From an optimization exercise on the open Yosys and OpenROAD flow, aimed at small area; shortcuts taken in it are not production practice. Function was checked by simulation only, so behaviour that the tests miss may differ from the original. No activity file was given, so power comes from the tool's default toggle rates.

## the reference run
==> flow/design.v (excerpt) <==
module top_oled_driver(
    input           clk_50m,
    input           rst_n,
    input  [63:0]   fixed_char,
    input  [6:0]    fixed_x,
    input  [5:0]    fixed_y,
    input  [63:0]   fixed_char1,
    input  [6:0]    fixed_x1,
    input  [5:0]    fixed_y1,
    input  [63:0]   fixed_char2,
    input  [6:0]    fixed_x2,
    input  [5:0]    fixed_y2,
    input  [15:0]   dy_value,
    input  [6:0]    dy_x,
    input  [5:0]    dy_y,
    input  [15:0]   dy_value1,
    input  [6:0]    dy_x1,
    input  [5:0]    dy_y1,
    input  [15:0]   dy_value2,
    input  [6:0]    dy_x2,
    input  [5:0]    dy_y2,
    output          busy,
    output          iic_scl,
    output          iic_sda,
    output          iic_sda_oe
);
Size: roughly 1600 cells after synthesis, roughly 0.016 mm2 of cells after synthesis.
Settings: LEC_CHECK=0, ABC_AREA=1, CAP_MARGIN=20, CORE_MARGIN=2, CORE_UTILIZATION=55, SLEW_MARGIN=20, BUFFER_PORTS_ARGS=-buffer_cell sky130_fd_sc_hd__buf_1, CTS_ARGS=-sink_clustering_enable -repair_clock_nets -buf_list {sky130_fd_sc_hd__clkbuf_16} -sink_clustering_size 28 -sink_clustering_max_diameter 100 -dont_use_dummy_load; clock period 20.0 ns.
standard.sh (not shown) runs the stock make flow with config.mk's settings and CLKGATE_MAP_FILE= SYNTH_SCRIPT=/design/flow/synth_recipe.tcl, a recipe that flattens the netlist after the stock synthesis.
==> flow/flow/run.sh <==
#!/bin/bash
set -euo pipefail
cat >> config.mk <<'EOC'
export BUFFER_PORTS_ARGS = -buffer_cell sky130_fd_sc_hd__buf_1
export CTS_ARGS = -sink_clustering_enable -repair_clock_nets -buf_list {sky130_fd_sc_hd__clkbuf_16} -sink_clustering_size 28 -sink_clustering_max_diameter 100 -dont_use_dummy_load
EOC

# 1. standard synthesis
bash standard.sh synth > synth.log 2>&1
RES=orfs/results/${FLOW_PLATFORM}/top_oled_driver/base
LOGD=orfs/logs/${FLOW_PLATFORM}/top_oled_driver/base
cp $RES/1_2_yosys.v $RES/1_2_yosys_std.v

# re-map combinational logic
YOSYS=yosys
if [ -x "$FLOW_HOME/../tools/install/yosys/bin/yosys" ]; then YOSYS="$FLOW_HOME/../tools/install/yosys/bin/yosys"; fi
export REMAP_LIB="$FLOW_HOME/platforms/sky130hd/lib/sky130_fd_sc_hd__tt_025C_1v80.lib"
export REMAP_IN="$RES/1_2_yosys_std.v"
export REMAP_OUT="$RES/1_2_yosys_remap.v"
export REMAP_ABC="$PWD/flow/remap.abc"
export REMAP_TOP="$FLOW_TOP"
export REMAP_DONT_USE="$(grep -o -- '-dont_use [^ ]*' $LOGD/1_2_yosys.log | sort -u | awk '{print $2}' | tr '\n' ' ')"
$YOSYS -c flow/remap.tcl > remap.log 2>&1
cp $REMAP_OUT $RES/1_2_yosys.v
rm -f $RES/1_synth.odb
bash standard.sh synth > synth_odb.log 2>&1

# 2./3. rest of the standard flow
bash standard.sh > standard.log 2>&1
==> flow/flow/remap.abc <==
strash
&get -n
&dch -f
&nf -R 1000
&put
==> flow/flow/remap.tcl <==
# Re-map the combinational logic of the standard synthesis netlist for area.
# Registers (and every other sequential cell) are kept as they are: same
# instances, names, cell types and connections.
set lib $::env(REMAP_LIB)
set in  $::env(REMAP_IN)
set out $::env(REMAP_OUT)
set abc_script $::env(REMAP_ABC)
set dont_use $::env(REMAP_DONT_USE)

yosys read_liberty -ignore_miss_func $lib
yosys blackbox sky130_fd_sc_hd__df* sky130_fd_sc_hd__edf* sky130_fd_sc_hd__sdf* sky130_fd_sc_hd__sedf* sky130_fd_sc_hd__dl*
yosys read_verilog $in
yosys hierarchy -top $::env(REMAP_TOP)
yosys tee -o remap_before.txt stat -liberty $lib
yosys flatten
# define every library cell again (as blackboxes) so the new cells have port directions
yosys read_liberty -lib -overwrite $lib
yosys opt -purge
yosys setundef -zero
set du {}
foreach c $dont_use { lappend du -dont_use $c }
yosys abc -script $abc_script -liberty $lib {*}$du
yosys splitnets
yosys opt_clean -purge
yosys hilomap -singleton -hicell sky130_fd_sc_hd__conb_1 HI -locell sky130_fd_sc_hd__conb_1 LO
yosys insbuf -buf sky130_fd_sc_hd__buf_4 A X
yosys check -assert -mapped
yosys tee -o remap_after.txt stat -liberty $lib
yosys write_verilog -noattr -nohex -nodec $out
### the reference run -> the trial run
diff --git a/flow/config.mk b/flow/config.mk
--- a/flow/config.mk
+++ b/flow/config.mk
@@ -9 +9 @@
-export CAP_MARGIN = 20
+export CAP_MARGIN = 5
@@ -12 +12 @@
-export SLEW_MARGIN = 20
+export SLEW_MARGIN = 5
Findings:
Re largest net degree at the start of global routing: no difference whatsoever between the reference run and the trial run.
The trial run finished every step from synthesis to the final layout, and the layout passed the timing, design-rule and antenna checks.
Diff the reference run..the trial run | wire length | unchanged
| critical-path maximum fanout | the trial run vs the reference run | ≈ equal |
Growth of design area from synthesis to finish: the trial run vs the reference run — no meaningful difference
Any difference in relative contribution of the clock network to total power between the trial run and the reference run is small enough to ignore.

[afterwards: timing with drivers on the ports]
The results above use ideal ports. As a check the final layouts listed here were re-extracted and re-timed, cells and wires unchanged. Step 1 (the two cells are an assumption about what drives the block):
set clk [get_ports {clk_50m}]
set_driving_cell -lib_cell sky130_fd_sc_hd__clkbuf_16 $clk
set_driving_cell -lib_cell sky130_fd_sc_hd__buf_2 [delete_from_list [all_inputs] $clk]
Step 2 adds t to the input delays and takes it off the output delays; t is the mean of the earliest and latest rising clock arrival at the registers after step 1. Input paths then give back, and output paths get back, about the clock's delay inside the block. Three values: no drivers, after step 1, after step 2; two values: the first two.
| run | t (ns) | setup WS [ns] | worst hold slack (ns) | pins driven straight from the clock port |
|---|---|---|---|---|
| the reference run | 0.564 | 13.872 / 13.822 / 13.583 | 0.492 / 0.492 / 0.492 | 1 |
| the trial run | 0.564 | 13.872 / 13.822 / 13.583 | 0.492 / 0.492 / 0.492 | 1 |
After both steps every run listed still meets setup and hold.
